Context: an optimization exercise on an open-source flow, tuned for small area, a short achievable clock period and few clock cycles. The choices shown serve that exercise and are no tape-out recipe.
RTL that was checked went through simulation tests only; none was proved equivalent to the original.
The RTL of runs 1 to 4 was laid out without a check of its function.
Power and IR drop assume default switching activity.

$ cat flow/flow/run.sh
#!/bin/bash
# The standard layout, with timing repair aiming for a setup slack of 7 ns at the 10 ns clock.
set -euo pipefail
bash standard.sh SETUP_SLACK_MARGIN=7 finish > standard.log 2>&1
$ cat flow/standard.sh
#!/bin/bash
# synth_recipe.tcl (not shown) runs the flow's synth.tcl, then flattens the netlist and writes it again
# the make line also repeats each setting of config.mk as NAME=value (left out here)
make -C /OpenROAD-flow-scripts/flow DESIGN_CONFIG=/design/flow/config.mk WORK_HOME=/design/flow/orfs CLKGATE_MAP_FILE= SYNTH_SCRIPT=/design/flow/synth_recipe.tcl "${@:-finish}"
$ cat flow/config.mk
export PLATFORM = sky130hd
export DESIGN_NAME = LCD_CTRL
export DESIGN_NICKNAME = LCD_CTRL
export VERILOG_FILES = /design/flow/design.v
export SDC_FILE = /design/flow/constraint.sdc
export NUM_CORES = 8
export LEC_CHECK = 0
export ABC_AREA = 1
export CAP_MARGIN = 20
export CORE_MARGIN = 2
export CORE_UTILIZATION = 55
export SLEW_MARGIN = 20
$ cat flow/constraint.sdc
create_clock -name core_clock -period 10.0 [get_ports {clk}]
set_input_delay 2.0000 -clock core_clock [delete_from_list [all_inputs] [get_ports {clk}]]
set_output_delay 2.0000 -clock core_clock [all_outputs]
set_load 0.01 [all_outputs]
$ cat flow/design.v
module LCD_CTRL(
    input clk, cmd_valid, reset,
    input [3:0] cmd,
    input [7:0] IROM_Q,
    output IRAM_valid, IROM_rd, busy, done,
    output [5:0] IROM_A,
    output [5:0] IRAM_A,
    output [7:0] IRAM_D
);
    reg [2:0] r, c;           
    reg [1:0] ri0, ri1, ci0, ci1;
    reg [1:0] pri0, pri1, pci0, pci1;   
    reg       busy_r, cv, cw, wph, done_r, rom_rd, ram_v;
    reg       smax, smin, savg;
    reg [3:0] srow, scol;     
    reg [5:0] rom_a, ram_a, wend;
    reg [7:0] ram_d;
    reg [63:0] ld;            
    reg [7:0] b0 [0:15];      
    reg [7:0] b1 [0:15];      
    reg [7:0] b2 [0:15];      
    reg [7:0] b3 [0:15];      
    reg [7:0] x0, x1, x2, x3;  
    reg       l0, l1, l2, l3;  
    assign busy = busy_r;
    assign done = done_r;
    assign IROM_rd = rom_rd;
    assign IROM_A = rom_a;
    assign IRAM_valid = ram_v;
    assign IRAM_A = ram_a;
    assign IRAM_D = ram_d;
    wire wc = l0 & l1 & l2 & l3;              
    wire opx = cv & wc;                       
    wire g01 = x0 >= x1, g02 = x0 >= x2, g03 = x0 >= x3;
    wire g12 = x1 >= x2, g13 = x1 >= x3, g23 = x2 >= x3;
    wire [7:0] vmax = ({8{ g01 &  g02 &  g03}} & x0) | ({8{~g01 &  g12 &  g13}} & x1) |
                      ({8{~g02 & ~g12 &  g23}} & x2) | ({8{~g03 & ~g13 & ~g23}} & x3);
    wire [7:0] vmin = ({8{~g01 & ~g02 & ~g03}} & x0) | ({8{ g01 & ~g12 & ~g13}} & x1) |
                      ({8{ g02 &  g12 & ~g23}} & x2) | ({8{ g03 &  g13 &  g23}} & x3);
    function [8:0] add8;
        input [7:0] a, b;
        reg [7:0] g0, p0, g1, p1, g2, p2, g3;
        begin
            g0 = a & b; p0 = a ^ b;
            g1 = g0 | (p0 & {g0[6:0], 1'b0}); p1 = p0 & {p0[6:0], 1'b0};
            g2 = g1 | (p1 & {g1[5:0], 2'b0}); p2 = p1 & {p1[5:0], 2'b0};
            g3 = g2 | (p2 & {g2[3:0], 4'b0});
            add8 = {g3[7], p0 ^ {g3[6:0], 1'b0}};
        end
    endfunction
    function [9:0] add9;
        input [8:0] a, b;
        reg [8:0] g0, p0, g1, p1, g2, p2, g3, p3, g4;
        begin
            g0 = a & b; p0 = a ^ b;
            g1 = g0 | (p0 & {g0[7:0], 1'b0}); p1 = p0 & {p0[7:0], 1'b0};
            g2 = g1 | (p1 & {g1[6:0], 2'b0}); p2 = p1 & {p1[6:0], 2'b0};
            g3 = g2 | (p2 & {g2[4:0], 4'b0}); p3 = p2 & {p2[4:0], 4'b0};
            g4 = g3 | (p3 & {g3[0], 8'b0});
            add9 = {g4[8], p0 ^ {g4[7:0], 1'b0}};
        end
    endfunction
    wire [9:0] sum = add9(add8(x0, x1), add8(x2, x3));
    wire [7:0] vavg = sum[9:2];
    wire [7:0] vsym = ({8{smax}} & vmax) | ({8{smin}} & vmin) | ({8{savg}} & vavg);
    wire [7:0] nv0 = vsym | ({8{srow[0]}} & x2) | ({8{scol[0]}} & x1);
    wire [7:0] nv1 = vsym | ({8{srow[1]}} & x3) | ({8{scol[1]}} & x0);
    wire [7:0] nv2 = vsym | ({8{srow[2]}} & x0) | ({8{scol[2]}} & x3);
    wire [7:0] nv3 = vsym | ({8{srow[3]}} & x1) | ({8{scol[3]}} & x2);
    wire [3:0] wi0 = {ri0, ci0}, wi1 = {ri0, ci1}, wi2 = {ri1, ci0}, wi3 = {ri1, ci1};
    wire [3:0] pi0 = {pri0, pci0}, pi1 = {pri0, pci1}, pi2 = {pri1, pci0}, pi3 = {pri1, pci1};
    wire chg0 = wi0 != pi0, chg1 = wi1 != pi1, chg2 = wi2 != pi2, chg3 = wi3 != pi3;
    wire land = rom_rd & ~wph;                 
    wire lb0 = land & ~rom_a[3] & ~rom_a[0];
    wire lb1 = land & ~rom_a[3] &  rom_a[0];
    wire lb2 = land &  rom_a[3] & ~rom_a[0];
    wire lb3 = land &  rom_a[3] &  rom_a[0];
    wire wstart = cw & ~wph;
    wire [7:0] wd0 = lb0 ? IROM_Q : x0;
    wire [7:0] wd1 = lb1 ? IROM_Q : x1;
    wire [7:0] wd2 = lb2 ? IROM_Q : x2;
    wire [7:0] wd3 = lb3 ? IROM_Q : x3;
    integer k;
    always @(posedge clk) begin
        for (k = 0; k < 16; k = k + 1) begin
            if (pi0 == k) b0[k] <= wd0;
            if (pi1 == k) b1[k] <= wd1;
            if (pi2 == k) b2[k] <= wd2;
            if (pi3 == k) b3[k] <= wd3;
        end
    end
    wire [5:0] a0 = {ri0, 1'b0, ci0, 1'b0};    
    wire [5:0] a1 = {ri0, 1'b0, ci1, 1'b1};
    wire [5:0] a2 = {ri1, 1'b1, ci0, 1'b0};
    wire [5:0] a3 = {ri1, 1'b1, ci1, 1'b1};
    wire [7:0] y0 = b0[wi0], y1 = b1[wi1], y2 = b2[wi2], y3 = b3[wi3];
    wire nl0 = chg0 ? ld[a0] : (l0 | lb0);
    wire nl1 = chg1 ? ld[a1] : (l1 | lb1);
    wire nl2 = chg2 ? ld[a2] : (l2 | lb2);
    wire nl3 = chg3 ? ld[a3] : (l3 | lb3);
    wire miss = ~(nl0 & nl1 & nl2 & nl3);
    wire [5:0] fa = ~nl0 ? a0 : ~nl1 ? a1 : ~nl2 ? a2 : a3;
    always @(posedge clk) begin
        x0 <= opx ? nv0 : chg0 ? y0 : lb0 ? IROM_Q : x0;
        x1 <= opx ? nv1 : chg1 ? y1 : lb1 ? IROM_Q : x1;
        x2 <= opx ? nv2 : chg2 ? y2 : lb2 ? IROM_Q : x2;
        x3 <= opx ? nv3 : chg3 ? y3 : lb3 ? IROM_Q : x3;
    end
    wire take = cmd_valid & ~busy_r;
    wire mu = take & (cmd == 4'd1) & (r != 3'd0);
    wire md = take & (cmd == 4'd2) & (r != 3'd6);
    wire ml = take & (cmd == 4'd3) & (c != 3'd0);
    wire mr = take & (cmd == 4'd4) & (c != 3'd6);
    wire is_op = cmd >= 4'd5;
    wire [2:0] ru = r - 3'd1, rd = r + 3'd1, cl = c - 3'd1, cr = c + 3'd1;
    wire [1:0] ru0 = ru[2:1] + {1'b0, ru[0]}, rd0 = rd[2:1] + {1'b0, rd[0]};
    wire [1:0] cl0 = cl[2:1] + {1'b0, cl[0]}, cr0 = cr[2:1] + {1'b0, cr[0]};
    wire [5:0] w = {r, c};
    wire [5:0] wfirst = wc ? w : rom_a;
    wire [5:0] wnext = (wstart ? wfirst : w) + 6'd1;
    wire [2:0] wr = wnext[5:3], wcl = wnext[2:0];
    wire       wlast = ram_v & (w == wend);     
    wire       wgo = wph & ~done_r & ~wlast;
    reg  [7:0] xs, ys;
    reg        nls;
    always @(*) begin
        case ({r[0], c[0]})
            2'b00: begin xs = x0; ys = y0; nls = ld[a0]; end
            2'b01: begin xs = x1; ys = y1; nls = ld[a1]; end
            2'b10: begin xs = x2; ys = y2; nls = ld[a2]; end
            default: begin xs = x3; ys = y3; nls = ld[a3]; end
        endcase
    end
    always @(posedge clk) begin
        ram_a <= wstart ? wfirst : w;
        ram_d <= wstart ? (wc ? xs : IROM_Q) : (nls ? ys : IROM_Q);
        if (wstart) wend <= wfirst;
    end
    wire cvn = (take & is_op) | (cv & ~wc);
    wire dd = r[0] ^ c[0];                    
    always @(posedge clk, posedge reset) begin
        if (reset) begin
            r <= 3'd3; c <= 3'd3;
            ri0 <= 2'd2; ri1 <= 2'd1; ci0 <= 2'd2; ci1 <= 2'd1;
            pri0 <= 2'd2; pri1 <= 2'd1; pci0 <= 2'd2; pci1 <= 2'd1;
            busy_r <= 1'b0;
            cv <= 1'b0;
            cw <= 1'b0;
            wph <= 1'b0;
            done_r <= 1'b0;
            rom_rd <= 1'b0;
            ram_v <= 1'b0;
            l0 <= 1'b0; l1 <= 1'b0; l2 <= 1'b0; l3 <= 1'b0;
        end else begin
            pri0 <= ri0; pri1 <= ri1; pci0 <= ci0; pci1 <= ci1;
            l0 <= nl0; l1 <= nl1; l2 <= nl2; l3 <= nl3;
            if (wph | wstart) begin
                wph <= 1'b1;
                cv <= 1'b0;
                ram_v <= wstart | wgo;
                if (wlast) done_r <= 1'b1;
                if (wstart | wgo) begin
                    r <= wr; c <= wcl;
                    ri1 <= wr[2:1]; ri0 <= wr[2:1] + {1'b0, wr[0]};
                    ci1 <= wcl[2:1]; ci0 <= wcl[2:1] + {1'b0, wcl[0]};
                end
                rom_rd <= wstart | wgo;
            end else begin
                if (mu) begin r <= ru; ri1 <= ru[2:1]; ri0 <= ru0; end
                if (md) begin r <= rd; ri1 <= rd[2:1]; ri0 <= rd0; end
                if (ml) begin c <= cl; ci1 <= cl[2:1]; ci0 <= cl0; end
                if (mr) begin c <= cr; ci1 <= cr[2:1]; ci0 <= cr0; end
                rom_rd <= miss;
                cv <= cvn;
                if (take & (cmd == 4'd0)) cw <= 1'b1;
                busy_r <= (take & (cmd == 4'd0)) | (cvn & miss);
            end
        end
    end
    always @(posedge clk) rom_a <= (wph | wstart) ? wnext : fa;
    integer q;
    always @(posedge clk, posedge reset) begin
        if (reset) ld <= 64'd0;
        else for (q = 0; q < 64; q = q + 1) if (land && rom_a == q) ld[q] <= 1'b1;
    end
    always @(posedge clk) begin
        if (take) begin
            smax <= cmd == 4'd5;
            smin <= cmd == 4'd6;
            savg <= cmd == 4'd7;
            srow[0] <= (cmd == 4'd10) | (cmd == 4'd8 &  dd) | (cmd == 4'd9 & ~dd);
            srow[1] <= (cmd == 4'd10) | (cmd == 4'd8 & ~dd) | (cmd == 4'd9 &  dd);
            srow[2] <= (cmd == 4'd10) | (cmd == 4'd8 & ~dd) | (cmd == 4'd9 &  dd);
            srow[3] <= (cmd == 4'd10) | (cmd == 4'd8 &  dd) | (cmd == 4'd9 & ~dd);
            scol[0] <= (cmd == 4'd11) | (cmd == 4'd8 & ~dd) | (cmd == 4'd9 &  dd);
            scol[1] <= (cmd == 4'd11) | (cmd == 4'd8 &  dd) | (cmd == 4'd9 & ~dd);
            scol[2] <= (cmd == 4'd11) | (cmd == 4'd8 &  dd) | (cmd == 4'd9 & ~dd);
            scol[3] <= (cmd == 4'd11) | (cmd == 4'd8 & ~dd) | (cmd == 4'd9 &  dd);
        end
    end
endmodule
==> results.sh, run 1 <==
export IMPL_outcome="finished clean"
export IMPL_endpoint_kind="register"
export IMPL_placement_cell_area_um2=32200
export IMPL_critical_path_cell_by_cell="ha_2 -> fa_2 -> a21oi_2 -> o21bai_1 -> a21oi_1 -> o21bai_1 -> xor2_1 -> inv_1 -> ha_4 -> nand2_2 -> inv_2 -> a221oi_2 -> nand2_1 -> or2_4 -> nand3_4 -> nand3_4 -> nor2_2 -> nor2_1"
export IMPL_vdd_drop_max_v=0.000173
export IMPL_numPortBuffers=38
export IMPL_vias_per_cell=6.11
export IMPL_tritoncts="done"
export IMPL_clk_root_buffer_cell="sky130_fd_sc_hd__clkbuf_16"
export IMPL_grt_ovfl_total=0
export IMPL_maxcap_violations=0
export IMPL_global_routing_met3_resource_utilization_pct=8.56
export IMPL_routed_wire_length_per_instance_um=25.4
export IMPL_timing_worst_setup_path_type="reg2reg"
export IMPL_vias=24600
export IMPL_fmaxAchievable_ghz=0.302
export IMPL_first_global_vias=22600
export IMPL_hold_violation_total_from_the_final_report=0
export IMPL_totalWireLength_um=102000
export IMPL_arrival_time_at_the_worst_endpoint_ns=3.82
export IMPL_switching_power_w=0.00114
export IMPL_dominantRegCellSynth="sky130_fd_sc_hd__edfxtp_1"
export IMPL_drtPass1Iterations=8
export IMPL_die_w_um=241
export IMPL_cts_inserted_buffers=71
export IMPL_cp_buffers_inverters=2
export IMPL_place_inst=3809
export IMPL_timing_worst_slew_pin_value_ns=1.16
export IMPL_rsz0062_at_grt="yes"
export IMPL_cts_hold_repair_buffers=0
export IMPL_maxSlewViolCount=0
export IMPL_syn_avg_cell_area_um2=10.1
export IMPL_clk_path_buf_depth=3
export IMPL_synth_area_leaders="sky130_fd_sc_hd__edfxtp_1 51%, sky130_fd_sc_hd__nand2_1 10%, sky130_fd_sc_hd__dfrtp_1 6.7%, sky130_fd_sc_hd__nor2_1 4.4%, sky130_fd_sc_hd__ha_1 3.6%"
export IMPL_synth_fp_nets=3174
export IMPL_share_clk_of_total_power_pct=46.3
export IMPL_synth_cell_area_um2=30900
export IMPL_num_antenna_cells=0
export IMPL_mostFrequentLayoutCells="827 x sky130_fd_sc_hd__nand2_1, 525 x sky130_fd_sc_hd__edfxtp_1, 287 x sky130_fd_sc_hd__nor2_1"
export IMPL_postSynthRegisterBits=670
export IMPL_use_met1_pct=48.8
export IMPL_grt_met2_usage_pct=53.5
export IMPL_core_rowCount=86
export IMPL_cp_slowest_stage_delay_ns=0.43
export IMPL_layout_cell_area_non_filler_um2=36500
export IMPL_yosys_cell_types_count=55
export IMPL_fin_worst_skew_ns=0.0322
export IMPL_gpl_congestion=1.02
export IMPL_grt_pass1_wl_um=148000
export IMPL_antenna_found_initial=1
export IMPL_drt_first_iter_violations=3461
export IMPL_pin_count_of_the_biggest_net_entering_global_routing=80
export IMPL_ant_nets=0
export IMPL_critPathMaxFanout=5
export IMPL_power_switching_fraction_pct=20.5
export IMPL_design_die_area_um2=58100
export IMPL_numClockSinks=670
export IMPL_start_util_pct=55.8
export IMPL_fin_nets=3329
export IMPL_synth_warnings=5
export IMPL_synth_seq_area_share_pct=62.0
export IMPL_netlist_top_cell_by_area="sky130_fd_sc_hd__edfxtp_1"
export IMPL_remaining_drc_errors=0
export IMPL_synthesized_instance_count=3068
export IMPL_synth_edff_count=525
export IMPL_powerDensity_nw_per_um2=153
export IMPL_seq_power_share_pct=53.1
export IMPL_busiest_layer="met2"
export IMPL_final_cells=4029
export IMPL_internal_power_w=0.00444
export IMPL_drive_gt1_share_pct=18.0
export IMPL_final_common_cell="sky130_fd_sc_hd__nand2_1"
export IMPL_final_critical_path_share_of_the_clock_period_pct=33.1
export IMPL_combPwrFrac_pct=0.6
export IMPL_worst_slew_margin_rel_pct=22.5
export IMPL_core_ar_um2=55300
export IMPL_num_io_pins=39
export IMPL_area_growth_syn_to_layout_pct=18.1
export IMPL_critPathTopFamily="simple AND/OR/NAND/NOR gates"
export IMPL_clk_pin_slew_worst_paths_ns=0.06
export IMPL_grt_total_usage_pct=35.4
export IMPL_final_min_clock_period_ns=3.31
export IMPL_synthArstFlopShare_pct=13.9
export IMPL_clock_insertion_delay_worst_skew_ns=0.63
export IMPL_report_final_setup_viol=0
export IMPL_critical_path_slowest_cell="sky130_fd_sc_hd__dfxtp_2"
export IMPL_cp_startpoint_kind="register"
export IMPL_htreeDepth=3
export IMPL_die_height_um=241
export IMPL_timing_critical_path_required_ns=10.51
export IMPL_worstHoldPathType="reg2reg"
export IMPL_post_dp_hpwl_um=68500
export IMPL_share_of_yosys_cell_area_claimed_by_the_top_area_cell_type_pct=51.1
export IMPL_power_static_leakage_nw=13.9
export IMPL_setup_total_negative_slack_ns=0
[cell type report]
class / count / area [um^2]
Timing Repair Buffer: 145 / 1240
Fill cell: 4458 / 18800
Clock buffer: 91 / 1900
Tap cell: 748 / 936
Sequential cell: 670 / 19300
Clock inverter: 40 / 362
Inverter: 245 / 1030
Multi-Input combinational cell: 2090 / 11700
[worst min-delay path, stage by stage, from the launching register on]
cell and delay [ns]:
sky130_fd_sc_hd__dfrtp_1 0.32, sky130_fd_sc_hd__inv_1 0.05, sky130_fd_sc_hd__nand2_1 0.05
[path summary, 6_finish.rpt]
path | start | end | slack, ns | depth (start not counted)
hold / removal | ld[0]$_DFFE_PP0P_ | ld[0]$_DFFE_PP0P_ | 0.46 | 2
min in group asynchronous | reset | ld[9]$_DFFE_PP0P_ | 1.71 | 2
max in group asynchronous | reset | ri1[1]$_DFFE_PP0P_ | 7.24 | 3
setup reg to reg | x1[0]$_DFF_P_ | x0[6]$_DFF_P_ | 6.69 | 18
setup / recovery | x1[0]$_DFF_P_ | x0[6]$_DFF_P_ | 6.69 | 18
hold reg to reg | ld[0]$_DFFE_PP0P_ | ld[0]$_DFFE_PP0P_ | 0.46 | 2
[synthesized netlist by cell type, drive strengths merged, types with 5 or more instances]
cell type,number
nand2,872
dfxtp,52
buf,37
xor2,24
clkbuf,27
xnor2,5
nor3,26
nand4,143
a211oi,11
nand3,169
dfrtp,83
clkinv,5
a21o,9
o21ai,117
edfxtp,525
a31oi,16
dfstp,10
inv,240
o21a,6
or2,21
o21bai,31
o22ai,11
nor2,387
o221ai,40
a21oi,86
a221oi,9
ha,89
[through the flow]
step	hold WS [ns]	setup slack, ns	util [%]	power (W)
after floorplan	0.352	6.92	-	0.00304
after global routing	0.470	6.54	65.9	0.00571
after global placement	0.435	5.74	58.1	0.00306
final	0.458	6.69	65.9	0.00558
after CTS	0.455	6.79	64.3	0.00559
after detailed placement	0.434	5.79	58.1	0.00306
[registers in the layout (all words and copies together) (netlist names), 6 cells and up]
register  count
b0          128
b1          128
b2          128
b3          128
ld           64
ram_d         8
x0            8
x1            8
x2            8
x3            8
ram_a         6
rom_a         6
wend          6
[power by group through the flow]
stage               clock [W]  sequential (W)  combinational (W)
finish                0.00258         0.00297          0.0000322
global route          0.00271         0.00296          0.0000345
CTS                   0.00259         0.00297          0.0000309
detailed placement          0         0.00303          0.0000325
global placement            0         0.00303          0.0000322
floorplan                   0         0.00303          0.0000112
[layer usage]
layer / up-vias / routed length, um
met1: 11900 / 40700
met5: - / 41
met3: 317 / 10900
met2: 1443 / 45800
li1: 10900 / -
met4: 2 / 4970
[cells by family after synthesis]
kind of cell             share of synthesized area [%]
adder cells (fa/ha/maj)                           3.74
AND/OR/NAND/NOR                                   22.4
buffers and inverters                             4.10
XOR/XNOR                                         0.822
AO/OA/AOI/OAI                                     6.96
flip-flops                                        62.0
[repair_timing]
action | in CTS | in global routing
gates resized for setup | 349 | 149
buffers inserted | 50 | 38
cloned | 1 | 0
pin swaps | 34 | 49
setup endpoints to repair | 484 | 76
==> run 2, diff against run 1 <==
==> flow/flow/run.sh (replaced) <==
#!/bin/bash
# The standard layout, with timing repair aiming for a setup slack of 7.5 ns at the 10 ns clock.
set -euo pipefail
bash standard.sh SETUP_SLACK_MARGIN=7.5 finish > standard.log 2>&1
--- a/flow/config.mk
+++ b/flow/config.mk
@@ -10,3 +10,4 @@
 export CORE_MARGIN = 2
-export CORE_UTILIZATION = 55
+export CORE_UTILIZATION = 30
+export CTS_BUF_LIST = sky130_fd_sc_hd__clkbuf_8
 export SLEW_MARGIN = 20
==> results.sh, run 2 <==
export IMPL_outcome="finished clean"
export IMPL_tritoncts="done"
export IMPL_die_w_um=325
export IMPL_synth_area_leaders="sky130_fd_sc_hd__edfxtp_1 51%, sky130_fd_sc_hd__nand2_1 10%, sky130_fd_sc_hd__dfrtp_1 6.7%, sky130_fd_sc_hd__nor2_1 4.4%, sky130_fd_sc_hd__ha_1 3.6%"
export IMPL_vias=24500
export IMPL_fin_nets=3468
export IMPL_total_power_of_the_final_layout_w=0.00539
export IMPL_remaining_drc_errors=0
export IMPL_cp_startpoint_kind="register"
export IMPL_maxcap_violations=0
export IMPL_postSynthRegisterBits=670
export IMPL_clk_pin_slew_worst_paths_ns=0.06
export IMPL_muxShareOfSynthArea_pct=0
export IMPL_design_die_area_um2=106000
export IMPL_core_ar_um2=102000
export IMPL_placement_cell_area_um2=33600
export IMPL_synth_xor_area_share_pct=0.822
export IMPL_synth_fp_nets=3174
export IMPL_clk_root_buffer_cell="sky130_fd_sc_hd__clkbuf_8"
export IMPL_timing_worst_slew_pin_value_ns=1.05
export IMPL_critical_path_cell_by_cell="buf_6"
export IMPL_synth_top_cells_by_count="856 x sky130_fd_sc_hd__nand2_1, 525 x sky130_fd_sc_hd__edfxtp_1, 366 x sky130_fd_sc_hd__nor2_1, 232 x sky130_fd_sc_hd__inv_1, 167 x sky130_fd_sc_hd__nand3_1"
export IMPL_antenna_found_initial=2
export IMPL_combinational_family_with_the_most_area_after_synthesis="simple AND/OR/NAND/NOR gates"
export IMPL_final_critical_path_share_of_the_clock_period_pct=33.8
export IMPL_hold_violation_total_from_the_final_report=0
export IMPL_rsz0062_at_grt="yes"
export IMPL_maxSlewViolCount=0
export IMPL_timing_critical_path_required_ns=8.00
export IMPL_synth_cell_area_um2=30900
export IMPL_dominantRegCellSynth="sky130_fd_sc_hd__edfxtp_1"
export IMPL_ant_nets=0
export IMPL_synth_simple_gate_area_share_pct=22.4
export IMPL_yosys_cell_types_count=55
export IMPL_synth_edff_count=525
export IMPL_synth_seq_area_share_pct=62.0
export IMPL_final_common_cell="sky130_fd_sc_hd__nand2_1"
export IMPL_grt_total_usage_pct=18.2
export IMPL_synth_warnings=5
export IMPL_first_global_vias=23000
export IMPL_synthArstFlopShare_pct=13.9
export IMPL_die_height_um=325
export IMPL_worst_slew_margin_rel_pct=29.9
export IMPL_powerDensity_nw_per_um2=136
export IMPL_gpl_congestion=0.933
export IMPL_vdd_drop_max_v=0.0000934
export IMPL_clock_insertion_delay_worst_skew_ns=0.76
export IMPL_grt_ovfl_total=0
export IMPL_worstHoldPathType="reg2reg"
export IMPL_cp_slowest_stage_delay_ns=0.48
export IMPL_final_min_clock_period_ns=3.38
export IMPL_syn_avg_cell_area_um2=10.1
export IMPL_area_growth_syn_to_layout_pct=28.5
export IMPL_synthAdderAreaFrac_pct=3.74
export IMPL_mostFrequentLayoutCells="767 x sky130_fd_sc_hd__nand2_1, 525 x sky130_fd_sc_hd__edfxtp_1, 253 x sky130_fd_sc_hd__nor2_1"
export IMPL_routed_wire_length_per_instance_um=20.7
export IMPL_fin_worst_skew_ns=0.0706
export IMPL_totalWireLength_um=99800
export IMPL_critPathMaxFanout=2
export IMPL_cp_buffers_inverters=1
export IMPL_critPathTopFamily="flip-flops"
export IMPL_fmaxAchievable_ghz=0.295
export IMPL_clk_path_buf_depth=3
export IMPL_synth_compound_area_share_pct=6.96
export IMPL_drive_gt1_share_pct=26.8
export IMPL_timing_final_ws_setup_ns=6.62
export IMPL_cts_inserted_buffers=110
export IMPL_area_sequential_um2=19300
export IMPL_vias_per_cell=5.08
export IMPL_layout_cell_area_non_filler_um2=39700
export IMPL_critical_path_slowest_cell="sky130_fd_sc_hd__dfrtp_2"
export IMPL_numClockSinks=670
export IMPL_num_io_pins=39
export IMPL_share_of_yosys_cell_area_claimed_by_the_top_area_cell_type_pct=51.1
export IMPL_grt_pass1_wl_um=146000
export IMPL_report_final_setup_viol=0
export IMPL_numPortBuffers=38
export IMPL_core_rowCount=117
export IMPL_setup_total_negative_slack_ns=0
export IMPL_pin_count_of_the_biggest_net_entering_global_routing=58
export IMPL_fill_cells=9777
export IMPL_netlist_top_cell_by_area="sky130_fd_sc_hd__edfxtp_1"
export IMPL_timing_worst_setup_path_type="reg2out"
export IMPL_pre_cts_slack_ns=6.04
export IMPL_synthMostInstantiatedCell="sky130_fd_sc_hd__nand2_1"
export IMPL_post_dp_hpwl_um=66900
export IMPL_fin_worst_hold_slack_ns=0.453
export IMPL_arrival_time_at_the_worst_endpoint_ns=1.38
export IMPL_synthesized_instance_count=3068
export IMPL_drtPass1Iterations=5
export IMPL_htreeDepth=3
export IMPL_start_util_pct=30.3
export IMPL_drt_first_iter_violations=2308
export IMPL_power_static_leakage_nw=14.9
export IMPL_multi_input_comb_area_um2=13200
export IMPL_endpoint_kind="output port"
## run 2: cell count changes in the layout (fill, tap and decap cells not counted), moves of 31 or more
cell / previous run / this run
sky130_fd_sc_hd__clkbuf_8: 4 / 125
sky130_fd_sc_hd__clkbuf_16: 72 / 1
sky130_fd_sc_hd__buf_4: 99 / 163
sky130_fd_sc_hd__nand2_1: 827 / 767
sky130_fd_sc_hd__nor2_1: 287 / 253
sky130_fd_sc_hd__nor2_4: 57 / 89
sky130_fd_sc_hd__o21ai_4: 2 / 33
## run 2: where the power goes
part / leakage [nW] / internal [W] / switching [W]
Clock: 1.23 / 0.00124 / 0.00114
Combinational: 7.27 / 0.0000118 / 0.0000299
Sequential: 6.36 / 0.00296 / 0.00000300
## run 2: layout make-up
class / instances / area share (%)
clock inverter: 80 / 1.21
timing repair inverter: 1 / 0.0189
timing repair buffer: 241 / 5.65
sequential: 670 / 48.6
antenna: 1 / 0.00631
multi-input combinational: 2093 / 33.2
clock buffer: 124 / 4.30
inverter: 245 / 2.74
tap: 1368 / 4.31
## run 2: repair_timing
| item | 4_1_cts | 5_1_grt |
|---|---|---|
| setup buffers | 114 | 76 |
| pin swaps | 78 | 152 |
| endpoints found under the setup margin | 666 | 168 |
| resized for setup | 557 | 215 |
| cloned | 1 | 5 |
| hold buffers | 0 | 0 |
| endpoints found under the hold margin | 0 | 0 |
## run 2: cells by family after synthesis
family,Yosys count
flip-flops,670
adder cells (fa/ha/maj),91
XOR/XNOR,29
buffers and inverters,309
AO/OA/AOI/OAI,346
AND/OR/NAND/NOR,1623
## run 2: worst paths after layout
check | from | endpoint | slack (ns) | cells past startpoint
worst min-delay path | ld[0]$_DFFE_PP0P_ | ld[0]$_DFFE_PP0P_ | 0.45 | 2
worst max-delay path | busy_r$_DFFE_PP0P_ | busy | 6.62 | 1
max in group asynchronous | reset | pci1[0]$_DFF_PP1_ | 7.60 | 3
worst max register to register | x2[1]$_DFF_P_ | x3[6]$_DFF_P_ | 6.78 | 19
worst min register to register | ld[0]$_DFFE_PP0P_ | ld[0]$_DFFE_PP0P_ | 0.45 | 2
min in group asynchronous | reset | ram_v$_DFFE_PP0N_ | 1.83 | 2
## run 2: through the flow
| step | cells | util (%) |
|---|---|---|
| after detailed placement | 4422 | 33.0 |
| after global placement | 4422 | 33.0 |
| final | 4823 | 38.9 |
| after floorplan | 3068 | - |
| after global routing | 4823 | 38.9 |
| after CTS | 4741 | 37.5 |
## run 2: routing by layer
metal / part of all wire, % / routed length [um] / GRT usage (%) / vias to the layer above
met5: 0 / 0 / 0 / -
met4: 3.7 / 3670 / 6.91 / 0
met3: 8.0 / 7960 / 3.49 / 200
met2: 45 / 45200 / 28.4 / 1175
met1: 43 / 43000 / 25.1 / 11800
li1: - / - / - / 11300
==> run 3, diff against run 2 <==
--- a/flow/design.v
+++ b/flow/design.v
@@ -14,2 +14,4 @@
     reg       smax, smin, savg;
+    reg [9:0] ssum;           
+    reg       sv;             
     reg [3:0] srow, scol;     
@@ -32,3 +34,3 @@
     wire wc = l0 & l1 & l2 & l3;              
-    wire opx = cv & wc;                       
+    wire opx = cv & wc & (~savg | sv);
     wire g01 = x0 >= x1, g02 = x0 >= x2, g03 = x0 >= x3;
@@ -63,3 +65,3 @@
     wire [9:0] sum = add9(add8(x0, x1), add8(x2, x3));
-    wire [7:0] vavg = sum[9:2];
+    wire [7:0] vavg = ssum[9:2];
     wire [7:0] vsym = ({8{smax}} & vmax) | ({8{smin}} & vmin) | ({8{savg}} & vavg);
@@ -102,2 +104,9 @@
     wire [5:0] fa = ~nl0 ? a0 : ~nl1 ? a1 : ~nl2 ? a2 : a3;
+    wire sym = smax | smin | savg;            
+    wire xch = chg0 | chg1 | chg2 | chg3 | land;
+    always @(posedge clk) ssum <= opx ? (sym ? {vsym, 2'b00} : ssum) : sum;
+    always @(posedge clk, posedge reset) begin
+        if (reset) sv <= 1'b0;
+        else sv <= opx ? (sym | sv) : ~xch;
+    end
     always @(posedge clk) begin
@@ -138,3 +147,5 @@
     end
-    wire cvn = (take & is_op) | (cv & ~wc);
+    wire cvn = (take & is_op) | (cv & ~opx);
+    wire avgn = take ? (cmd == 4'd7) : savg;   
+    wire svn = opx ? (sym | sv) : ~xch;
     wire dd = r[0] ^ c[0];                    
@@ -175,3 +186,3 @@
                 if (take & (cmd == 4'd0)) cw <= 1'b1;
-                busy_r <= (take & (cmd == 4'd0)) | (cvn & miss);
+                busy_r <= (take & (cmd == 4'd0)) | (cvn & (miss | (avgn & ~svn)));
             end
==> flow/flow/run.sh (replaced) <==
#!/bin/bash
# The standard layout, with timing repair aiming for a setup slack of 7 ns at the 10 ns clock.
set -euo pipefail
bash standard.sh SETUP_SLACK_MARGIN=7 finish > standard.log 2>&1
==> results.sh, run 3 <==
export IMPL_outcome="finished clean"
export IMPL_dominantRegCellSynth="sky130_fd_sc_hd__edfxtp_1"
export IMPL_numClockSinks=679
export IMPL_htreeDepth=3
export IMPL_synthesized_instance_count=3138
export IMPL_worst_r2r_setup_slack_ns=6.92
export IMPL_clock_insertion_delay_worst_skew_ns=0.77
export IMPL_grt_ovfl_total=0
export IMPL_numPortBuffers=38
export IMPL_synth_top_cells_by_count="959 x sky130_fd_sc_hd__nand2_1, 532 x sky130_fd_sc_hd__edfxtp_1, 334 x sky130_fd_sc_hd__nor2_1, 233 x sky130_fd_sc_hd__inv_1, 137 x sky130_fd_sc_hd__o21ai_0"
export IMPL_antenna_found_initial=8
export IMPL_final_critical_path_share_of_the_clock_period_pct=33.7
export IMPL_core_ar_um2=103000
export IMPL_postSynthRegisterBits=679
export IMPL_start_util_pct=30.2
export IMPL_grt_pass1_wl_um=152000
export IMPL_setup_total_negative_slack_ns=0
export IMPL_arrival_time_at_the_worst_endpoint_ns=1.37
export IMPL_synthArstFlopShare_pct=13.8
export IMPL_totalWireLength_um=103000
export IMPL_synth_warnings=5
export IMPL_post_dp_hpwl_um=67700
export IMPL_yosys_cell_types_count=50
export IMPL_critical_path_slowest_cell="sky130_fd_sc_hd__dfrtp_1"
export IMPL_synth_fp_nets=3249
export IMPL_remaining_drc_errors=0
export IMPL_num_io_pins=39
export IMPL_drive_gt1_share_pct=17.8
export IMPL_critPathTopFamily="flip-flops"
export IMPL_final_min_clock_period_ns=3.37
export IMPL_critical_path_cell_by_cell="buf_2"
export IMPL_clk_pin_slew_worst_paths_ns=0.06
export IMPL_timing_worst_slew_pin_value_ns=1.15
export IMPL_maxSlewViolCount=0
export IMPL_gpl_congestion=0.937
export IMPL_first_global_vias=23500
export IMPL_mostFrequentLayoutCells="931 x sky130_fd_sc_hd__nand2_1, 532 x sky130_fd_sc_hd__edfxtp_1, 279 x sky130_fd_sc_hd__nor2_1"
export IMPL_routed_wire_length_per_instance_um=21.3
export IMPL_vias=24700
export IMPL_cp_slowest_stage_delay_ns=0.44
export IMPL_cp_buffers_inverters=1
export IMPL_synth_area_leaders="sky130_fd_sc_hd__edfxtp_1 51%, sky130_fd_sc_hd__nand2_1 12%, sky130_fd_sc_hd__dfrtp_1 6.7%, sky130_fd_sc_hd__nor2_1 4.0%, sky130_fd_sc_hd__ha_1 3.8%"
export IMPL_final_common_cell="sky130_fd_sc_hd__nand2_1"
export IMPL_synth_seq_area_share_pct=62.3
export IMPL_pin_count_of_the_biggest_net_entering_global_routing=68
export IMPL_fin_nets=3464
export IMPL_die_w_um=326
export IMPL_tritoncts="done"
export IMPL_power_static_leakage_nw=13.7
export IMPL_timing_critical_path_required_ns=8.00
export IMPL_total_power_of_the_final_layout_w=0.00549
export IMPL_clk_path_buf_depth=3
export IMPL_ant_nets=0
export IMPL_critPathMaxFanout=2
export IMPL_netlist_top_cell_by_area="sky130_fd_sc_hd__edfxtp_1"
export IMPL_rsz0062_at_grt="yes"
export IMPL_hold_violation_total_from_the_final_report=0
export IMPL_grt_total_usage_pct=18.9
export IMPL_synthMostInstantiatedCell="sky130_fd_sc_hd__nand2_1"
export IMPL_drt_first_iter_violations=3199
export IMPL_synth_cell_area_um2=31200
export IMPL_syn_avg_cell_area_um2=9.93
export IMPL_synth_edff_count=532
export IMPL_powerDensity_nw_per_um2=146
export IMPL_cts_inserted_buffers=113
export IMPL_share_of_yosys_cell_area_claimed_by_the_top_area_cell_type_pct=51.3
export IMPL_timing_worst_setup_path_type="reg2out"
export IMPL_core_rowCount=118
export IMPL_cp_startpoint_kind="register"
export IMPL_clk_root_buffer_cell="sky130_fd_sc_hd__clkbuf_8"
export IMPL_vias_per_cell=5.10
export IMPL_vdd_drop_max_v=0.0000979
export IMPL_drtPass1Iterations=8
export IMPL_die_height_um=326
export IMPL_maxcap_violations=0
export IMPL_utilization_pct=36.5
export IMPL_worst_slew_margin_rel_pct=23.3
export IMPL_endpoint_kind="output port"
export IMPL_fmaxAchievable_ghz=0.296
export IMPL_fin_worst_skew_ns=0.0555
export IMPL_report_final_setup_viol=0
export IMPL_worstHoldPathType="reg2reg"
export IMPL_design_die_area_um2=106000
export IMPL_area_growth_syn_to_layout_pct=21.0
==> run 3: cell families (layout without fill, tap and decap cells) <==
family	after synthesis	count (layout)	share of synthesized area [%]
buffers and inverters	311	621	3.91
other	0	4	0
AO/OA/AOI/OAI	390	390	7.24
flip-flops	679	679	62.3
adder cells (fa/ha/maj)	96	96	3.90
AND/OR/NAND/NOR	1636	1637	22.0
XOR/XNOR	26	26	0.731
==> run 3: stage by stage <==
stage	setup WS [ns]	area, um^2	std cells	hold slack [ns]
final	6.63	37700	4833	0.449
after global routing	6.61	37700	4831	0.453
after CTS	6.59	36700	4793	0.425
after detailed placement	5.93	33200	4515	0.436
after global placement	5.88	33200	4514	0.432
after floorplan	6.85	31200	3138	0.349
==> run 3: power breakdown <==
group	internal [W]	switching (W)	total, W
combinational	0.0000163	0.0000347	0.0000509
clock	0.00123	0.00119	0.00243
sequential	0.00301	0.00000542	0.00301
==> run 3: area by class of cell <==
cell class	instances	area, um^2
fill	10200	65600
sequential	679	19500
tap	1380	1730
timing repair buffer	162	1520
multi-input combinational	2149	11700
clock buffer	121	1670
inverter	248	1010
clock inverter	90	533
antenna	4	10.0
==> run 3: worst register-to-register path: stages (launching register included) <==
cell and delay [ns]:
sky130_fd_sc_hd__dfxtp_2 0.37, sky130_fd_sc_hd__ha_2 0.23, sky130_fd_sc_hd__fa_2 0.39, sky130_fd_sc_hd__a21oi_4 0.16
sky130_fd_sc_hd__o21bai_4 0.10, sky130_fd_sc_hd__a21oi_2 0.13, sky130_fd_sc_hd__o21bai_1 0.12, sky130_fd_sc_hd__xor2_1 0.21
sky130_fd_sc_hd__inv_1 0.10, sky130_fd_sc_hd__ha_4 0.29, sky130_fd_sc_hd__inv_2 0.06, sky130_fd_sc_hd__nor3_2 0.20
sky130_fd_sc_hd__nand2_2 0.09, sky130_fd_sc_hd__o311ai_4 0.10, sky130_fd_sc_hd__a21oi_2 0.10, sky130_fd_sc_hd__o21ai_1 0.10
sky130_fd_sc_hd__nand2_1 0.06
==> run 3: path summary, 6_finish.rpt <==
kind                                          from            endpoint  depth (start not counted)
max in group asynchronous                    reset  ci0[0]$_DFFE_PP0P_                          3
min in group asynchronous                    reset   ld[0]$_DFFE_PP0P_                          2
worst max-delay path            done_r$_DFFE_PP0P_                done                          1
worst max register to register       x0[0]$_DFF_P_   ssum[8]$_DFFE_PP_                         16
worst min register to register  ld[16]$_DFFE_PP0P_  ld[16]$_DFFE_PP0P_                          2
worst min-delay path            ld[16]$_DFFE_PP0P_  ld[16]$_DFFE_PP0P_                          2
==> run 3: per-layer routing <==
layer / share of wire, % / global-route usage [%] / vias to the layer above
li1: - / - / 11200
met5: 0.052 / 0 / -
met2: 45 / 29.6 / 1279
met3: 9.2 / 3.78 / 256
met4: 4.0 / 7.85 / 8
met1: 41 / 25.5 / 11900
==> run 3: repair_timing <==
item,in CTS,in global routing
endpoints found under the setup margin,261,85
pin swaps,38,50
buffers inserted,66,35
cloned,1,0
hold buffers,0,0
resized for setup,339,135
==> run 4, diff against run 3 <==
--- a/flow/config.mk
+++ b/flow/config.mk
@@ -10,4 +10,3 @@
 export CORE_MARGIN = 2
-export CORE_UTILIZATION = 30
-export CTS_BUF_LIST = sky130_fd_sc_hd__clkbuf_8
+export CORE_UTILIZATION = 55
 export SLEW_MARGIN = 20
==> results.sh, run 4 <==
export IMPL_outcome="finished clean"
export IMPL_cp_buffers_inverters=1
export IMPL_maxcap_violations=0
export IMPL_area_growth_syn_to_layout_pct=17.5
export IMPL_vias=24500
export IMPL_post_dp_hpwl_um=68300
export IMPL_start_util_pct=55.5
export IMPL_critical_path_cell_by_cell="buf_2"
export IMPL_drtPass1Iterations=6
export IMPL_critPathTopFamily="flip-flops"
export IMPL_clk_path_buf_depth=3
export IMPL_synth_cell_area_um2=31200
export IMPL_tritoncts="done"
export IMPL_endpoint_kind="output port"
export IMPL_critical_path_slowest_cell="sky130_fd_sc_hd__dfrtp_1"
export IMPL_cp_startpoint_kind="register"
export IMPL_cts_hold_repair_buffers=0
export IMPL_die_w_um=242
export IMPL_core_rowCount=87
export IMPL_final_critical_path_share_of_the_clock_period_pct=32.1
export IMPL_arrival_time_at_the_worst_endpoint_ns=1.21
export IMPL_clock_insertion_delay_worst_skew_ns=0.62
export IMPL_synth_seq_area_share_pct=62.3
export IMPL_fill_cells=4490
export IMPL_mostFrequentLayoutCells="929 x sky130_fd_sc_hd__nand2_1, 532 x sky130_fd_sc_hd__edfxtp_1, 291 x sky130_fd_sc_hd__nor2_1"
export IMPL_worstHoldPathType="reg2reg"
export IMPL_ant_nets=0
export IMPL_timing_critical_path_required_ns=8.00
export IMPL_rsz0062_at_grt="yes"
export IMPL_syn_avg_cell_area_um2=9.93
export IMPL_remaining_drc_errors=0
export IMPL_synthArstFlopShare_pct=13.8
export IMPL_area_sequential_um2=19500
export IMPL_share_of_yosys_cell_area_claimed_by_the_top_area_cell_type_pct=51.3
export IMPL_final_common_cell="sky130_fd_sc_hd__nand2_1"
export IMPL_cts_inserted_buffers=73
export IMPL_dominantRegCellSynth="sky130_fd_sc_hd__edfxtp_1"
export IMPL_power_static_leakage_nw=13.5
export IMPL_netlist_top_cell_by_area="sky130_fd_sc_hd__edfxtp_1"
export IMPL_drt_first_iter_violations=2883
export IMPL_synthesized_instance_count=3138
export IMPL_design_die_area_um2=58600
export IMPL_routed_wire_length_per_instance_um=24.7
export IMPL_grt_pass1_wl_um=150000
export IMPL_synth_top_cells_by_count="959 x sky130_fd_sc_hd__nand2_1, 532 x sky130_fd_sc_hd__edfxtp_1, 334 x sky130_fd_sc_hd__nor2_1, 233 x sky130_fd_sc_hd__inv_1, 137 x sky130_fd_sc_hd__o21ai_0"
export IMPL_setup_total_negative_slack_ns=0
export IMPL_synthMostInstantiatedCell="sky130_fd_sc_hd__nand2_1"
export IMPL_num_io_pins=39
export IMPL_cp_slowest_stage_delay_ns=0.43
export IMPL_critPathMaxFanout=2
export IMPL_gpl_congestion=0.939
export IMPL_timing_worst_slew_pin_value_ns=1.20
export IMPL_worst_slew_margin_rel_pct=19.5
export IMPL_fin_worst_skew_ns=0.0228
export IMPL_totalWireLength_um=101000
export IMPL_htreeDepth=3
export IMPL_pin_count_of_the_biggest_net_entering_global_routing=52
export IMPL_fmaxAchievable_ghz=0.312
export IMPL_multi_input_comb_area_um2=11500
export IMPL_synth_warnings=5
export IMPL_num_antenna_cells=0
export IMPL_synth_edff_count=532
export IMPL_core_ar_um2=56200
export IMPL_grt_ovfl_total=0
export IMPL_powerDensity_nw_per_um2=155
export IMPL_total_power_of_the_final_layout_w=0.00569
export IMPL_postSynthRegisterBits=679
export IMPL_yosys_cell_types_count=50
export IMPL_first_global_vias=23600
export IMPL_report_final_setup_viol=0
export IMPL_vias_per_cell=5.96
export IMPL_clk_pin_slew_worst_paths_ns=0.07
export IMPL_die_height_um=242
export IMPL_maxSlewViolCount=0
export IMPL_synth_fp_nets=3249
export IMPL_clk_root_buffer_cell="sky130_fd_sc_hd__clkbuf_16"
export IMPL_grt_total_usage_pct=34.5
export IMPL_antenna_found_initial=1
export IMPL_synth_area_leaders="sky130_fd_sc_hd__edfxtp_1 51%, sky130_fd_sc_hd__nand2_1 12%, sky130_fd_sc_hd__dfrtp_1 6.7%, sky130_fd_sc_hd__nor2_1 4.0%, sky130_fd_sc_hd__ha_1 3.8%"
export IMPL_drive_gt1_share_pct=16.3
export IMPL_numClockSinks=679
export IMPL_final_min_clock_period_ns=3.21
export IMPL_fin_nets=3415
export IMPL_timing_worst_setup_path_type="reg2out"
export IMPL_vdd_drop_max_v=0.000195
export IMPL_hold_violation_total_from_the_final_report=0
export IMPL_numPortBuffers=38
-- run 4: cell counts after synthesis --
No cell type changed its count.
-- run 4: stage by stage --
stage / worst slack [ns] / instances / utilization [%] / hold WS (ns) / cell area [um^2]
CTS: 6.77 / 4083 / 64.2 / 0.451 / 36100
finish: 6.79 / 4115 / 65.2 / 0.447 / 36600
global placement: 5.76 / 3892 / 57.8 / 0.429 / 32400
floorplan: 6.85 / 3138 / - / 0.349 / 31200
global route: 6.76 / 4115 / 65.2 / 0.460 / 36600
detailed placement: 5.74 / 3893 / 57.8 / 0.434 / 32500
-- run 4: logic make-up (layout without fill, tap and decap cells) --
family	Yosys count	after routing	share of synthesized area, %
AOI/OAI and AO/OA	390	390	7.24
xor gates and xnor gates	26	26	0.731
adders and majority gates	96	96	3.90
buffers and inverters	311	531	3.91
DFF	679	679	62.3
and+or+nand+nor	1636	1637	22.0
-- run 4: path summary, 6_finish.rpt --
kind	start	to	slack [ns]	cells after the start
worst min register to register	ri0[1]$_DFFE_PP1P_	pri0[1]$_DFF_PP1_	0.45	0
max in group asynchronous	reset	ci1[1]$_DFFE_PP0P_	7.18	3
min in group asynchronous	reset	ld[22]$_DFFE_PP0P_	1.92	2
worst min-delay path	ri0[1]$_DFFE_PP1P_	pri0[1]$_DFF_PP1_	0.45	0
worst max-delay path	rom_rd$_DFF_PP0_	IROM_rd	6.79	1
worst max register to register	x0[0]$_DFF_P_	ssum[8]$_DFFE_PP_	6.88	16
-- run 4: timing repair --
item	in CTS	in global routing
setup buffers	58	29
endpoints found under the setup margin	406	127
pin swaps	29	35
cloned	2	0
resized for setup	346	99
-- run 4: per-layer routing --
metal | share of wire (%) | GRT usage [%]
met3 | 10 | 5.82
met2 | 47 | 55.7
met1 | 39 | 46.6
met4 | 4.2 | 14.2
met5 | 0.013 | 0
-- run 4: area by class of cell --
class,count,share of cell area [%]
flip-flops and latches,679,53.3
multi-input cells,2149,31.5
clock buffers,88,5.37
repair buffers,152,3.65
inverters,248,2.71
well taps,756,2.58
clock inverters,42,0.953
repair inverters,1,0.0205
-- run 4: report_power, final --
| group | switching, W | internal (W) | leakage (nW) |
|---|---|---|---|
| Combinational | 0.0000358 | 0.0000157 | 6.66 |
| Clock | 0.00113 | 0.00149 | 1.12 |
| Sequential | 0.00000538 | 0.00301 | 5.74 |
==> run 5, diff against run 4 <==
--- a/flow/design.v
+++ b/flow/design.v
@@ -13,2 +13,3 @@
     reg       busy_r, cv, cw, wph, done_r, rom_rd, ram_v;
+    reg       rsp;            
     reg       smax, smin, savg;
@@ -75,6 +76,10 @@
     wire land = rom_rd & ~wph;                 
-    wire lb0 = land & ~rom_a[3] & ~rom_a[0];
-    wire lb1 = land & ~rom_a[3] &  rom_a[0];
-    wire lb2 = land &  rom_a[3] & ~rom_a[0];
-    wire lb3 = land &  rom_a[3] &  rom_a[0];
+    wire lb0 = land & ~rsp & ~rom_a[3] & ~rom_a[0];
+    wire lb1 = land & ~rsp & ~rom_a[3] &  rom_a[0];
+    wire lb2 = land & ~rsp &  rom_a[3] & ~rom_a[0];
+    wire lb3 = land & ~rsp &  rom_a[3] &  rom_a[0];
+    wire sh0 = land & rsp & ~rom_a[3] & ~rom_a[0];
+    wire sh1 = land & rsp & ~rom_a[3] &  rom_a[0];
+    wire sh2 = land & rsp &  rom_a[3] & ~rom_a[0];
+    wire sh3 = land & rsp &  rom_a[3] &  rom_a[0];
     wire wstart = cw & ~wph;
@@ -98,6 +103,7 @@
     wire [7:0] y0 = b0[wi0], y1 = b1[wi1], y2 = b2[wi2], y3 = b3[wi3];
-    wire nl0 = chg0 ? ld[a0] : (l0 | lb0);
-    wire nl1 = chg1 ? ld[a1] : (l1 | lb1);
-    wire nl2 = chg2 ? ld[a2] : (l2 | lb2);
-    wire nl3 = chg3 ? ld[a3] : (l3 | lb3);
+    wire ld0 = ld[a0], ld1 = ld[a1], ld2 = ld[a2], ld3 = ld[a3];
+    wire nl0 = chg0 ? (ld0 | sh0) : (l0 | lb0);
+    wire nl1 = chg1 ? (ld1 | sh1) : (l1 | lb1);
+    wire nl2 = chg2 ? (ld2 | sh2) : (l2 | lb2);
+    wire nl3 = chg3 ? (ld3 | sh3) : (l3 | lb3);
     wire miss = ~(nl0 & nl1 & nl2 & nl3);
@@ -112,6 +118,6 @@
     always @(posedge clk) begin
-        x0 <= opx ? nv0 : chg0 ? y0 : lb0 ? IROM_Q : x0;
-        x1 <= opx ? nv1 : chg1 ? y1 : lb1 ? IROM_Q : x1;
-        x2 <= opx ? nv2 : chg2 ? y2 : lb2 ? IROM_Q : x2;
-        x3 <= opx ? nv3 : chg3 ? y3 : lb3 ? IROM_Q : x3;
+        x0 <= opx ? nv0 : chg0 ? ((sh0 & ~ld0) ? IROM_Q : y0) : lb0 ? IROM_Q : x0;
+        x1 <= opx ? nv1 : chg1 ? ((sh1 & ~ld1) ? IROM_Q : y1) : lb1 ? IROM_Q : x1;
+        x2 <= opx ? nv2 : chg2 ? ((sh2 & ~ld2) ? IROM_Q : y2) : lb2 ? IROM_Q : x2;
+        x3 <= opx ? nv3 : chg3 ? ((sh3 & ~ld3) ? IROM_Q : y3) : lb3 ? IROM_Q : x3;
     end
@@ -162,2 +168,3 @@
             rom_rd <= 1'b0;
+            rsp <= 1'b0;
             ram_v <= 1'b0;
@@ -178,2 +185,3 @@
                 rom_rd <= wstart | wgo;
+                rsp <= 1'b0;
             end else begin
@@ -183,3 +191,4 @@
                 if (mr) begin c <= cr; ci1 <= cr[2:1]; ci0 <= cr0; end
-                rom_rd <= miss;
+                rom_rd <= miss | mv_any;
+                rsp <= mv_any;
                 cv <= cvn;
@@ -190,3 +199,5 @@
     end
-    always @(posedge clk) rom_a <= (wph | wstart) ? wnext : fa;
+    wire mv_any = mu | md | ml | mr;
+    wire [5:0] fmv = mu ? {ru, c} : md ? {r + 3'd2, c} : ml ? {r, cl} : {r, c + 3'd2};
+    always @(posedge clk) rom_a <= (wph | wstart) ? wnext : mv_any ? fmv : fa;
     integer q;
--- a/flow/config.mk
+++ b/flow/config.mk
@@ -10,3 +10,3 @@
 export CORE_MARGIN = 2
-export CORE_UTILIZATION = 55
+export CORE_UTILIZATION = 70
 export SLEW_MARGIN = 20
==> results.sh, run 5 <==
export IMPL_clk_pin_slew_worst_paths_ns=0.06
export IMPL_drtPass1Iterations=12
export IMPL_vdd_drop_max_v=0.000845
export IMPL_grt_total_usage_pct=46.7
export IMPL_arrival_time_at_the_worst_endpoint_ns=3.60
export IMPL_die_w_um=218
export IMPL_ant_nets=0
export IMPL_grt_ovfl_total=0
export IMPL_area_sequential_um2=19500
export IMPL_maxcap_violations=1
export IMPL_antenna_found_initial=0
export IMPL_setup_total_negative_slack_ns=0
export IMPL_multi_input_comb_area_um2=12100
export IMPL_synthMostInstantiatedCell="sky130_fd_sc_hd__nand2_1"
export IMPL_synth_edff_count=532
export IMPL_fin_nets=3583
export IMPL_cts_inserted_buffers=70
export IMPL_placement_cell_area_um2=33000
export IMPL_core_rowCount=78
export IMPL_drt_first_iter_violations=5658
export IMPL_synth_seq_area_share_pct=60.7
export IMPL_dominantRegCellSynth="sky130_fd_sc_hd__edfxtp_1"
export IMPL_final_min_clock_period_ns=3.22
export IMPL_synth_area_leaders="sky130_fd_sc_hd__edfxtp_1 50%, sky130_fd_sc_hd__nand2_1 12%, sky130_fd_sc_hd__dfrtp_1 6.6%, sky130_fd_sc_hd__nor2_1 3.8%, sky130_fd_sc_hd__ha_1 3.8%"
export IMPL_final_common_cell="sky130_fd_sc_hd__nand2_1"
export IMPL_synth_warnings=5
export IMPL_final_critical_path_share_of_the_clock_period_pct=32.2
export IMPL_rsz0062_at_grt="yes"
export IMPL_fill_cells=2448
export IMPL_endpoint_kind="register"
export IMPL_maxSlewViolCount=9
export IMPL_fin_worst_hold_slack_ns=0.451
export IMPL_layout_cell_area_non_filler_um2=37300
export IMPL_fin_worst_skew_ns=0.0372
export IMPL_clk_path_buf_depth=3
export IMPL_tritoncts="done"
export IMPL_die_height_um=218
export IMPL_power_static_leakage_nw=14.9
export IMPL_cp_startpoint_kind="register"
export IMPL_timing_worst_setup_path_type="reg2reg"
export IMPL_gpl_congestion=1.02
export IMPL_report_final_setup_viol=0
export IMPL_routed_wire_length_per_instance_um=27.2
export IMPL_critical_path_slowest_cell="sky130_fd_sc_hd__dfxtp_4"
export IMPL_powerDensity_nw_per_um2=415
export IMPL_remaining_drc_errors=0
export IMPL_synth_fp_nets=3429
export IMPL_critPathMaxFanout=6
export IMPL_synth_top_cells_by_count="1034 x sky130_fd_sc_hd__nand2_1, 532 x sky130_fd_sc_hd__edfxtp_1, 328 x sky130_fd_sc_hd__nor2_1, 281 x sky130_fd_sc_hd__inv_1, 157 x sky130_fd_sc_hd__nand3_1"
export IMPL_total_power_of_the_final_layout_w=0.0155
export IMPL_totalWireLength_um=112000
export IMPL_hold_violation_total_from_the_final_report=0
export IMPL_numClockSinks=680
export IMPL_grt_pass1_wl_um=163000
export IMPL_fmaxAchievable_ghz=0.311
export IMPL_vias_per_cell=6.87
export IMPL_synth_cell_area_um2=32000
export IMPL_outcome="complete, but fails checks"
export IMPL_post_dp_hpwl_um=70200
export IMPL_start_util_pct=70.7
export IMPL_cp_buffers_inverters=3
export IMPL_area_growth_syn_to_layout_pct=16.4
export IMPL_synthArstFlopShare_pct=14.0
export IMPL_share_of_yosys_cell_area_claimed_by_the_top_area_cell_type_pct=49.9
export IMPL_core_ar_um2=45300
export IMPL_clk_root_buffer_cell="sky130_fd_sc_hd__clkbuf_16"
export IMPL_cp_slowest_stage_delay_ns=0.43
export IMPL_worstHoldPathType="reg2reg"
export IMPL_utilization_pct=82.3
export IMPL_first_global_vias=27300
export IMPL_htreeDepth=3
export IMPL_worst_slew_margin_rel_pct=-13.3
export IMPL_cts_hold_repair_buffers=0
export IMPL_mostFrequentLayoutCells="1017 x sky130_fd_sc_hd__nand2_1, 532 x sky130_fd_sc_hd__edfxtp_1, 281 x sky130_fd_sc_hd__nor2_1"
export IMPL_vias=28300
export IMPL_yosys_cell_types_count=55
export IMPL_clock_insertion_delay_worst_skew_ns=0.66
export IMPL_numPortBuffers=38
export IMPL_timing_critical_path_required_ns=10.38
export IMPL_violations="max-capacitance violations, max-slew violations"
export IMPL_pin_count_of_the_biggest_net_entering_global_routing=60
export IMPL_design_die_area_um2=47500
export IMPL_num_io_pins=39
export IMPL_synthesized_instance_count=3315
export IMPL_postSynthRegisterBits=680
export IMPL_netlist_top_cell_by_area="sky130_fd_sc_hd__edfxtp_1"
export IMPL_critPathTopFamily="compound AO/OA/AOI/OAI gates"
export IMPL_drive_gt1_share_pct=15.4
export IMPL_timing_worst_slew_pin_value_ns=1.69
export IMPL_critical_path_cell_by_cell="clkinvlp_4 -> ha_1 -> o21bai_1 -> a21oi_1 -> o21bai_2 -> xor2_1 -> inv_1 -> ha_1 -> inv_2 -> nor3_2 -> nand2_1 -> o311ai_4 -> a21oi_2 -> o21ai_1 -> nand2_1"
export IMPL_syn_avg_cell_area_um2=9.66
[run 5: cell types whose count changed after synthesis, moves of 18 or more]
cell,change
sky130_fd_sc_hd__a21oi_1,+41
sky130_fd_sc_hd__inv_1,+48
sky130_fd_sc_hd__nand2_1,+75
sky130_fd_sc_hd__nand3_1,+33
sky130_fd_sc_hd__o21bai_1,-18
sky130_fd_sc_hd__o22ai_1,-19
[run 5: per-layer routing]
layer	vias to the layer above	wire, um	global-route usage [%]
met2	2791	49700	71.8
met5	-	0	0
met3	789	17000	14.7
met1	13100	35900	57.5
li1	11600	-	-
met4	0	9490	30.4
[run 5: worst reg2reg max path: stages (launching register included)]
cell and delay [ns]:
sky130_fd_sc_hd__dfxtp_4 0.43, sky130_fd_sc_hd__clkinvlp_4 0.14, sky130_fd_sc_hd__ha_1 0.37, sky130_fd_sc_hd__o21bai_1 0.28
sky130_fd_sc_hd__a21oi_1 0.13, sky130_fd_sc_hd__o21bai_2 0.21, sky130_fd_sc_hd__xor2_1 0.21, sky130_fd_sc_hd__inv_1 0.07
sky130_fd_sc_hd__ha_1 0.31, sky130_fd_sc_hd__inv_2 0.07, sky130_fd_sc_hd__nor3_2 0.20, sky130_fd_sc_hd__nand2_1 0.12
sky130_fd_sc_hd__o311ai_4 0.11, sky130_fd_sc_hd__a21oi_2 0.11, sky130_fd_sc_hd__o21ai_1 0.11, sky130_fd_sc_hd__nand2_1 0.07
[run 5: final timing paths]
kind | start | end | slack, ns | cells past startpoint
worst max register to register | x3[3]$_DFF_P_ | ssum[8]$_DFFE_PP_ | 6.78 | 15
worst max-delay path | x3[3]$_DFF_P_ | ssum[8]$_DFFE_PP_ | 6.78 | 15
min in group asynchronous | reset | pri0[0]$_DFF_PP0_ | 1.86 | 2
worst min register to register | ld[7]$_DFFE_PP0P_ | ld[7]$_DFFE_PP0P_ | 0.45 | 2
max in group asynchronous | reset | ri1[1]$_DFFE_PP0P_ | 7.23 | 3
worst min-delay path | ld[7]$_DFFE_PP0P_ | ld[7]$_DFFE_PP0P_ | 0.45 | 2
[run 5: layout make-up]
cell class | instances | area share [%]
inverters | 294 | 3.27
flip-flops and latches | 680 | 52.4
multi-input cells | 2277 | 32.5
well taps | 600 | 2.01
diodes | 1 | 0.00671
clock inverters | 33 | 1.16
clock buffers | 91 | 5.14
repair inverters | 1 | 0.0134
repair buffers | 145 | 3.50
[run 5: kinds of logic (layout without fill, tap and decap cells)]
kind of cell | after synthesis | in the layout | synth area share, %
flops | 680 | 680 | 60.7
simple gates | 1749 | 1751 | 23.0
compound gates | 401 | 401 | 7.17
buf+inv | 360 | 564 | 4.51
fa+ha+maj | 99 | 99 | 3.92
other cells | 0 | 1 | 0
xor+xnor | 26 | 26 | 0.711
[run 5: metrics by stage]
| step | setup WS (ns) | std cells |
|---|---|---|
| after floorplan | 6.78 | 3315 |
| after global placement | 5.84 | 3896 |
| after detailed placement | 5.78 | 3896 |
| after CTS | 6.81 | 4081 |
| after global routing | 6.69 | 4121 |
| final | 6.78 | 4122 |
[run 5: report_power, final]
group | switching (W) | total [W] | internal (W)
sequential | 0.000598 | 0.00494 | 0.00435
combinational | 0.00542 | 0.00779 | 0.00236
clock | 0.00116 | 0.00273 | 0.00157
[run 5: what timing repair did]
action                                  4_1_cts  5_1_grt
gates resized for setup                     335      131
gates cloned                                  2        1
endpoints found under the setup margin      624      434
pin swaps                                    22       30
buffers inserted                             59       39
Testbench counts of run 5, summed over its fixed seeds: cycles 11,240.
==> run 6, diff against run 5 <==
--- a/flow/config.mk
+++ b/flow/config.mk
@@ -10,3 +10,3 @@
 export CORE_MARGIN = 2
-export CORE_UTILIZATION = 70
+export CORE_UTILIZATION = 55
 export SLEW_MARGIN = 20
==> results.sh, run 6 <==
export IMPL_endpoint_kind="output port"
export IMPL_vias=25700
export IMPL_start_util_pct=55.6
export IMPL_synth_seq_area_share_pct=60.7
export IMPL_layout_cell_area_non_filler_um2=37500
export IMPL_maxSlewViolCount=0
export IMPL_remaining_drc_errors=0
export IMPL_powerDensity_nw_per_um2=405
export IMPL_multi_input_comb_area_um2=12100
export IMPL_utilization_pct=65.2
export IMPL_timing_critical_path_required_ns=8.00
export IMPL_arrival_time_at_the_worst_endpoint_ns=1.20
export IMPL_synth_fp_nets=3429
export IMPL_rsz0062_at_grt="yes"
export IMPL_worst_slew_margin_rel_pct=23.8
export IMPL_fin_nets=3601
export IMPL_timing_worst_slew_pin_value_ns=1.14
export IMPL_final_min_clock_period_ns=3.20
export IMPL_tritoncts="done"
export IMPL_cts_inserted_buffers=71
export IMPL_ant_nets=0
export IMPL_synth_warnings=5
export IMPL_hold_path_startpoint="ld[46]$_DFFE_PP0P_"
export IMPL_cp_slowest_stage_delay_ns=0.44
export IMPL_total_power_of_the_final_layout_w=0.0152
export IMPL_synthMostInstantiatedCell="sky130_fd_sc_hd__nand2_1"
export IMPL_area_growth_syn_to_layout_pct=17.2
export IMPL_num_antenna_cells=0
export IMPL_fmaxAchievable_ghz=0.312
export IMPL_core_ar_um2=57600
export IMPL_synthesized_instance_count=3315
export IMPL_clk_pin_slew_worst_paths_ns=0.06
export IMPL_die_height_um=245
export IMPL_report_final_setup_viol=0
export IMPL_die_w_um=245
export IMPL_hold_path_cell_count=2
export IMPL_timing_worst_setup_path_type="reg2out"
export IMPL_cp_buffers_inverters=1
export IMPL_cp_startpoint_kind="register"
export IMPL_htreeDepth=3
export IMPL_fin_worst_skew_ns=0.0384
export IMPL_final_critical_path_share_of_the_clock_period_pct=32.0
export IMPL_netlist_top_cell_by_area="sky130_fd_sc_hd__edfxtp_1"
export IMPL_syn_avg_cell_area_um2=9.66
export IMPL_critical_path_slowest_cell="sky130_fd_sc_hd__dfrtp_2"
export IMPL_grt_total_usage_pct=35.3
export IMPL_hold_violation_total_from_the_final_report=0
export IMPL_drive_gt1_share_pct=16.6
export IMPL_yosys_cell_types_count=55
export IMPL_grt_ovfl_total=0
export IMPL_synth_top_cells_by_count="1034 x sky130_fd_sc_hd__nand2_1, 532 x sky130_fd_sc_hd__edfxtp_1, 328 x sky130_fd_sc_hd__nor2_1, 281 x sky130_fd_sc_hd__inv_1, 157 x sky130_fd_sc_hd__nand3_1"
export IMPL_grt_pass1_wl_um=156000
export IMPL_clk_path_buf_depth=3
export IMPL_final_common_cell="sky130_fd_sc_hd__nand2_1"
export IMPL_vdd_drop_max_v=0.000682
export IMPL_worst_r2r_setup_slack_ns=6.96
export IMPL_worst_hold_path_endpoint="ld[46]$_DFFE_PP0P_"
export IMPL_gpl_congestion=1.02
export IMPL_critPathTopFamily="flip-flops"
export IMPL_core_rowCount=88
export IMPL_routed_wire_length_per_instance_um=24.6
export IMPL_pin_count_of_the_biggest_net_entering_global_routing=67
export IMPL_design_die_area_um2=60200
export IMPL_share_of_yosys_cell_area_claimed_by_the_top_area_cell_type_pct=49.9
export IMPL_area_sequential_um2=19600
export IMPL_totalWireLength_um=106000
export IMPL_worstRegToRegCells=16
export IMPL_postSynthRegisterBits=680
export IMPL_critical_path_cell_by_cell="buf_6"
export IMPL_synth_edff_count=532
export IMPL_antenna_found_initial=2
export IMPL_clock_insertion_delay_worst_skew_ns=0.64
export IMPL_synth_cell_area_um2=32000
export IMPL_maxcap_violations=0
export IMPL_drtPass1Iterations=6
export IMPL_power_static_leakage_nw=14.9
export IMPL_post_dp_hpwl_um=72500
export IMPL_numPortBuffers=38
export IMPL_critPathMaxFanout=2
export IMPL_setup_total_negative_slack_ns=0
export IMPL_vias_per_cell=5.97
export IMPL_numClockSinks=680
export IMPL_clk_root_buffer_cell="sky130_fd_sc_hd__clkbuf_16"
export IMPL_mostFrequentLayoutCells="1011 x sky130_fd_sc_hd__nand2_1, 532 x sky130_fd_sc_hd__edfxtp_1, 273 x sky130_fd_sc_hd__nor2_1"
export IMPL_worstHoldPathType="reg2reg"
export IMPL_placement_cell_area_um2=33300
export IMPL_first_global_vias=24400
export IMPL_outcome="finished clean"
export IMPL_worstReg2RegStart="x3[3]$_DFF_P_"
export IMPL_num_io_pins=39
export IMPL_reg2reg_to="ssum[8]$_DFFE_PP_"
export IMPL_fill_cells=4704
export IMPL_synthArstFlopShare_pct=14.0
export IMPL_dominantRegCellSynth="sky130_fd_sc_hd__edfxtp_1"
export IMPL_drt_first_iter_violations=2867
export IMPL_synth_area_leaders="sky130_fd_sc_hd__edfxtp_1 50%, sky130_fd_sc_hd__nand2_1 12%, sky130_fd_sc_hd__dfrtp_1 6.6%, sky130_fd_sc_hd__nor2_1 3.8%, sky130_fd_sc_hd__ha_1 3.8%"
## run 6: per-layer routing
layer	wire, um	global-route usage, %
met4	4980	15.5
met3	10600	6.88
met2	48400	55.2
met5	27	0
met1	42100	48.3
## run 6: final cells by class
type | count | area share (%)
clock buffers | 91 | 5.13
flip-flops and latches | 680 | 52.1
repair buffers | 164 | 3.95
inverters | 294 | 3.31
well taps | 765 | 2.55
clock inverters | 37 | 0.780
multi-input cells | 2276 | 32.2
## run 6: kinds of logic (layout without fill, tap and decap cells)
family	count (synthesis)	in the layout	share of synthesized area, %
XOR/XNOR	26	26	0.711
AND/OR/NAND/NOR	1749	1750	23.0
AO/OA/AOI/OAI	401	401	7.17
flip-flops	680	680	60.7
buffers and inverters	360	586	4.51
adder cells (fa/ha/maj)	99	99	3.92
## run 6: metrics by stage
stage          hold slack [ns]  std cells  setup WS (ns)
2_1_floorplan            0.354       3315           6.78
3_3_place_gp             0.431       4073           5.73
3_5_place_dp             0.434       4073           5.64
4_1_cts                  0.445       4268           6.77
5_1_grt                  0.467       4307           6.78
6_report                 0.450       4307           6.80
## run 6: how the worst max path moves through the flow
stage	start	end	depth (start not counted)
finish	busy_r$_DFFE_PP0P_	busy	1
global placement	IROM_Q[2]	x3[2]$_DFF_P_	7
detailed placement	IROM_Q[3]	x2[3]$_DFF_P_	7
global route	busy_r$_DFFE_PP0P_	busy	1
CTS	rom_a[0]$_DFF_P_	IROM_A[0]	1
floorplan	cmd_valid	rom_a[4]$_DFF_P_	14
## run 6: repair_timing
| action | in CTS | in global routing |
|---|---|---|
| buffers inserted | 67 | 37 |
| resized for setup | 354 | 128 |
| gates cloned | 0 | 1 |
| setup endpoints to repair | 613 | 330 |
| hold buffers | 0 | 0 |
| pin swaps | 30 | 23 |
## run 6: report_power, final
group | leakage [nW] | switching, W | internal, W
combinational | 7.29 | 0.00525 | 0.00250
sequential | 6.54 | 0.000562 | 0.00435
clock | 1.09 | 0.00112 | 0.00142
total | 14.9 | 0.00694 | 0.00827

Check on run 6: ideal ports give 6.800 ns setup slack; a clkbuf_16 on the clock port and buf_2 on the inputs give 6.733 ns; moving port delays by the midpoint clock arrival (0.682 ns) as well gives 6.298 ns.
